Context: an optimization exercise on an open-source flow, tuned for small area. The choices shown serve that exercise and are no tape-out recipe. In this exercise RTL edits were held to simulation tests only and were not proved equivalent to the original. Power and IR drop assume default switching activity.

==> flow/design.v <==
module execute(EXE_NPC, EXE_CSRFD, EXE_ALU1, EXE_ALU2, EXE_IR,
               EXE_V, EXE_RFD, MEM_NPC, MEM_ALU_RESULT, MEM_IR,
               MEM_SR2, MEM_SR1, MEM_V, MEM_CSRFD, MEM_RFD, clk, V_MEM_STALL, MEM_ECALL, EXE_ECALL, RESET,
               V_AGEX_BR_STALL, EXE_IR_OLD, V_AGEX_TRAP_STALL);
input clk;
input EXE_V;
input V_MEM_STALL;
input RESET;
input EXE_ECALL;
input [31:0] EXE_IR;
input [63:0] EXE_NPC, EXE_CSRFD, EXE_ALU1, EXE_ALU2;
input [63:0] EXE_RFD;
output reg MEM_ECALL;
output reg [31:0] MEM_IR;
output [31:0] EXE_IR_OLD;
output reg [63:0] MEM_NPC, MEM_ALU_RESULT, MEM_SR2, MEM_SR1,
                  MEM_CSRFD, MEM_RFD;
output reg MEM_V;
output V_AGEX_BR_STALL;
output V_AGEX_TRAP_STALL;
wire [6:0] op = EXE_IR[6:0];
wire [2:0] f3 = EXE_IR[14:12];
wire b30 = EXE_IR[30];
assign V_AGEX_BR_STALL = (op == 7'b1100011) | (op == 7'b1101111) | (op == 7'b1100111);
assign V_AGEX_TRAP_STALL = (EXE_IR[27:0] == 28'h0000073);
assign EXE_IR_OLD = EXE_IR;
wire load = EXE_V & ~V_MEM_STALL & ~RESET;
wire isLUI  = (op == 7'b0110111);
wire isAUI  = (op == 7'b0010111);
wire isPC   = (op == 7'b0000011) | (op == 7'b0100011) | (op == 7'b1101111) | (op == 7'b1100111);
wire isOPI  = (op == 7'b0010011);
wire isOP   = (op == 7'b0110011);
wire isOPIW = (op == 7'b0011011);
wire isOPW  = (op == 7'b0111011);
wire rr = isOPI | isOP;
wire ww = isOPIW | isOPW;
wire f0 = (f3 == 3'd0);
wire f1 = (f3 == 3'd1);
wire f5 = (f3 == 3'd5);
wire selAdd64 = isLUI | isAUI | isPC | (rr & f0);
wire selAddW  = ww & f0;
wire selLt    = rr & (f3[2:1] == 2'b01);
wire selXorOr = rr & ((f3 == 3'd4) | (f3 == 3'd6));
wire selAndOr = rr & ((f3 == 3'd7) | (f3 == 3'd6));
wire selR64   = rr & f5;
wire selL64   = rr & f1;
wire selRW    = ww & f5 & ~(isOPW & b30);
wire selLW    = ww & (f1 | (isOPW & f5 & b30));
wire upd      = selAdd64 | selAddW | selLt | selXorOr | selAndOr |
                selR64 | selL64 | selRW | selLW;
wire sub    = ((isOP | isOPW) & f0 & b30) | selLt;
wire ltSign = ~f3[0];
wire left   = selL64 | selLW;
wire arith  = isOPIW & f5 & b30;
wire word   = ww;
reg [63:0] orp;
integer i, l;
always @* begin
    orp = EXE_NPC;
    for (l = 0; l < 6; l = l + 1)
        for (i = 2; i < 64; i = i + 1)
            if (((i - 2) >> l) & 1)
                orp[i] = orp[i] | orp[((((i - 2) >> l) << l) - 1) + 2];
end
wire [63:0] npcm4;
assign npcm4[1:0] = EXE_NPC[1:0];
assign npcm4[2] = ~EXE_NPC[2];
genvar k;
generate for (k = 3; k < 64; k = k + 1) begin : g_dec
    assign npcm4[k] = ~(EXE_NPC[k] ^ orp[k-1]);
end endgenerate
wire useA1 = ~isPC & ~isLUI;
wire [63:0] A = ({64{isPC}} & npcm4) | ({64{useA1}} & EXE_ALU1);
wire [63:0] B = EXE_ALU2;
wire [63:0] Bx = B ^ {64{sub}};
wire [63:0] p0 = A ^ Bx;
wire [63:0] g0 = A & Bx;
reg [63:0] G, P;
always @* begin
    G = g0;
    P = p0;
    G[0] = g0[0] | (p0[0] & sub);
    for (l = 0; l < 6; l = l + 1)
        for (i = 0; i < 64; i = i + 1)
            if ((i >> l) & 1) begin
                G[i] = G[i] | (P[i] & G[((i >> l) << l) - 1]);
                P[i] = P[i] & P[((i >> l) << l) - 1];
            end
end
wire [63:0] carry = {G[62:0], sub};
wire [63:0] sum = p0 ^ carry;
wire cout = G[63];
wire ltu = ~cout;
wire lt = ltSign ? ((A[63] ^ B[63]) ? A[63] : ltu) : ltu;
wire [5:0] sh = {EXE_ALU2[5] & ~word, EXE_ALU2[4:0]};
wire [63:0] x;
generate for (k = 0; k < 64; k = k + 1) begin : g_sx
    if (k < 32) begin : lo
        assign x[k] = left ? A[63-k] : A[k];
    end else begin : hi
        assign x[k] = left ? A[63-k] : (arith ? A[31] : A[k]);
    end
end endgenerate
wire [63:0] r1 = sh[0] ? {1'b0,  x[63:1]}  : x;
wire [63:0] r2 = sh[1] ? {2'b0,  r1[63:2]} : r1;
wire [63:0] r3 = sh[2] ? {4'b0,  r2[63:4]} : r2;
wire [63:0] r4 = sh[3] ? {8'b0,  r3[63:8]} : r3;
wire [63:0] r5 = sh[4] ? {16'b0, r4[63:16]} : r4;
wire [63:0] R  = sh[5] ? {32'b0, r5[63:32]} : r5;
wire [63:0] Rrev;
generate for (k = 0; k < 64; k = k + 1) begin : g_rv
    assign Rrev[k] = R[63-k];
end endgenerate
wire gAdd64 = load & selAdd64;
wire gAddW  = load & selAddW;
wire gAddLo = gAdd64 | gAddW;
wire gLt    = load & selLt;
wire gXO    = load & selXorOr;
wire gAO    = load & selAndOr;
wire gR64   = load & selR64;
wire gL64   = load & selL64;
wire gRlo   = gR64 | (load & selRW);
wire gLlo   = gL64 | (load & selLW);
wire [63:0] res;
assign res[31:0] = ({32{gAddLo}} & sum[31:0]) | ({32{gXO}} & p0[31:0]) |
                   ({32{gAO}} & g0[31:0]) | ({32{gRlo}} & R[31:0]) |
                   ({32{gLlo}} & Rrev[31:0]) | {31'd0, gLt & lt};
assign res[63:32] = ({32{gAdd64}} & sum[63:32]) | ({32{gAddW & sum[31]}}) |
                    ({32{gXO}} & p0[63:32]) | ({32{gAO}} & g0[63:32]) |
                    ({32{gR64}} & R[63:32]) | ({32{gL64}} & Rrev[63:32]);
wire hold = load & ~upd;
wire c1 = load & (EXE_IR[13:12] == 2'b01);
wire c2 = load & (EXE_IR[13:12] == 2'b10);
wire [63:0] csr = ({64{c1 | c2}} & EXE_RFD) | ({64{c2}} & EXE_ALU1);
always @(posedge clk) begin
    MEM_NPC   <= {64{load}} & EXE_NPC;
    MEM_ECALL <= load & EXE_ECALL;
    MEM_IR    <= {32{load}} & EXE_IR;
    MEM_SR1   <= {64{load}} & EXE_ALU1;
    MEM_SR2   <= {64{load}} & EXE_ALU2;
    MEM_CSRFD <= {64{load}} & EXE_CSRFD;
    MEM_RFD   <= csr;
    MEM_V     <= load;
    MEM_ALU_RESULT <= res | ({64{hold}} & MEM_ALU_RESULT);
end
endmodule
Settings: LEC_CHECK=0, ABC_AREA=1, CAP_MARGIN=20, CORE_AREA=3 3 277 277, CTS_BUF_LIST=sky130_fd_sc_hd__clkbuf_8, CTS_CLUSTER_DIAMETER=100, CTS_CLUSTER_SIZE=16, DIE_AREA=0 0 280 280, GPL_TIMING_DRIVEN=0, SETUP_SLACK_MARGIN=0.25, SLEW_MARGIN=20, BUFFER_PORTS_ARGS=-buffer_cell sky130_fd_sc_hd__buf_1, REMOVE_ABC_BUFFERS=1, CTS_ARGS=-sink_clustering_enable -repair_clock_nets -dont_use_dummy_load -sink_clustering_size 16 -sink_clustering_max_diameter 100 -buf_list sky130_fd_sc_hd__clkbuf_8; clock period 8.5 ns.
standard.sh (not shown) runs the stock make flow with config.mk's settings and CLKGATE_MAP_FILE= SYNTH_SCRIPT=/design/flow/synth_recipe.tcl, a recipe that flattens the netlist after the stock synthesis.
==> flow/flow/run.sh <==
#!/bin/bash
# The standard layout with these changes:
#  - synthesis maps with an area-oriented ABC script (flow/abc_area.script);
#    everything else in ORFS's scripts folder is used unchanged (copied);
#  - buffers that ABC inserted are removed at floorplan (REMOVE_ABC_BUFFERS);
#  - port buffers use sky130_fd_sc_hd__buf_1 instead of clkdlybuf4s50_1;
set -euo pipefail
cd "$(dirname "${BASH_SOURCE[0]}")/.."
rm -rf scripts_local
cp -r "$FLOW_HOME/scripts" scripts_local
cp flow/abc_area.script scripts_local/abc_area.script
cat >> config.mk <<'EOC'
export BUFFER_PORTS_ARGS = -buffer_cell sky130_fd_sc_hd__buf_1
export REMOVE_ABC_BUFFERS = 1
export CTS_ARGS = -sink_clustering_enable -repair_clock_nets -dont_use_dummy_load -sink_clustering_size 16 -sink_clustering_max_diameter 100 -buf_list sky130_fd_sc_hd__clkbuf_8
EOC
bash standard.sh SCRIPTS_DIR="$PWD/scripts_local" finish > standard_make.log 2>&1
==> flow/flow/abc_area.script <==
strash
&get -n
&st
&syn2
&dch
&nf -R 20 -p
&st
&syn2
&dch
&nf -R 20 -p
&st
&dch
&nf -R 20 -p
&put
Next try:
==> flow/flow/run.sh (replaced) <==
#!/bin/bash
# The standard layout with three changes:
#  - synthesis maps with an area-oriented ABC script (flow/abc_area.script);
#    everything else in ORFS's scripts folder is used unchanged (copied);
#  - buffers that ABC inserted are removed at floorplan (REMOVE_ABC_BUFFERS);
#  - port buffers use sky130_fd_sc_hd__buf_1 instead of clkdlybuf4s50_1.
set -euo pipefail
cd "$(dirname "${BASH_SOURCE[0]}")/.."
rm -rf scripts_local
cp -r "$FLOW_HOME/scripts" scripts_local
cp flow/abc_area.script scripts_local/abc_area.script
cat >> config.mk <<'EOC'
export BUFFER_PORTS_ARGS = -buffer_cell sky130_fd_sc_hd__buf_1
export REMOVE_ABC_BUFFERS = 1
EOC
bash standard.sh SCRIPTS_DIR="$PWD/scripts_local" finish > standard_make.log 2>&1
Settings changed: CTS_ARGS -sink_clustering_enable -repair_clock_nets -dont_use_dummy_load -sink_clustering_size 16 -sink_clustering_max_diameter 100 -buf_list sky130_fd_sc_hd__clkbuf_8 to not set, CTS_CLUSTER_DIAMETER 100 to 60, SETUP_SLACK_MARGIN 0.25 to not set.
After rerunning:
- The new run finished with timing, DRC and antenna clean
- clock power went up by 55%
- cell area went up by about 1.6%
- synthesized cell count does not change
- worst setup slack is worse by 0.21 ns
- routed wire length went down by about 0.4%
Next try:
==> flow/flow/run.sh (replaced) <==
#!/bin/bash
# The standard layout with these changes:
#  - synthesis maps with an area-oriented ABC script (flow/abc_area.script);
#    everything else in ORFS's scripts folder is used unchanged (copied);
#  - buffers that ABC inserted are removed at floorplan (REMOVE_ABC_BUFFERS);
#  - port buffers use sky130_fd_sc_hd__buf_1 instead of clkdlybuf4s50_1;
set -euo pipefail
cd "$(dirname "${BASH_SOURCE[0]}")/.."
rm -rf scripts_local
cp -r "$FLOW_HOME/scripts" scripts_local
cp flow/abc_area.script scripts_local/abc_area.script
cat >> config.mk <<'EOC'
export BUFFER_PORTS_ARGS = -buffer_cell sky130_fd_sc_hd__buf_1
export REMOVE_ABC_BUFFERS = 1
export CTS_ARGS = -sink_clustering_enable -repair_clock_nets -dont_use_dummy_load -sink_clustering_size 16 -sink_clustering_max_diameter 100 -buf_list sky130_fd_sc_hd__clkbuf_8
EOC
bash standard.sh SCRIPTS_DIR="$PWD/scripts_local" finish > standard_make.log 2>&1
==> flow/flow/abc_area.script (replaced) <==
strash
&get -n
&st
&syn2
&dch
&nf -R 20 -p -F 8 -A 4
&st
&syn2
&dch
&nf -R 20 -p -F 8 -A 4
&st
&dch
&nf -R 20 -p -F 8 -A 4
&put
Settings changed: CAP_MARGIN 20 to 10, CTS_ARGS set to -sink_clustering_enable -repair_clock_nets -dont_use_dummy_load -sink_clustering_size 16 -sink_clustering_max_diameter 100 -buf_list sky130_fd_sc_hd__clkbuf_8, CTS_CLUSTER_DIAMETER 60 to 100, SETUP_SLACK_MARGIN set to 0.12, SLEW_MARGIN 20 to 10.
=>
- The changed run finished clean
- final area is lower by 2.0%
- wire length fell by 2.2%
- setup slack is worse by 0.013 ns
- die area is unchanged
- utilization decreases by 0.74 points

## static timing again, ports no longer ideal
The results above use ideal ports. As a check the final layouts listed here were re-extracted and re-timed, cells and wires unchanged.
Step 1: set_driving_cell puts a clkbuf_16 on clk and a buf_2 on each other input, an assumption about the parent block.
Step 2 times the ports against the registers' clock, not the clock port: input delays grow and output delays shrink by t, the midpoint of the rising clock arrivals with the driver on.
a / b / c = no drivers / after step 1 / after step 2; a / b = the first two.
run	t (ns)	setup WS [ns]	worst hold slack (ns)
the first run	0.681	0.428 / 0.460 / -0.221	0.506 / 0.506 / 0.506
the second run	0.714	0.222 / 0.247 / -0.466	0.492 / 0.492 / 0.492
the third run	0.685	0.209 / 0.225 / -0.460	0.500 / 0.500 / 0.500
With both steps, setup timing fails in every run listed, where it was met with ideal ports. The setup slack of the second run, which loses most, moves by +0.025 ns with the drivers and by -0.688 ns with both steps.
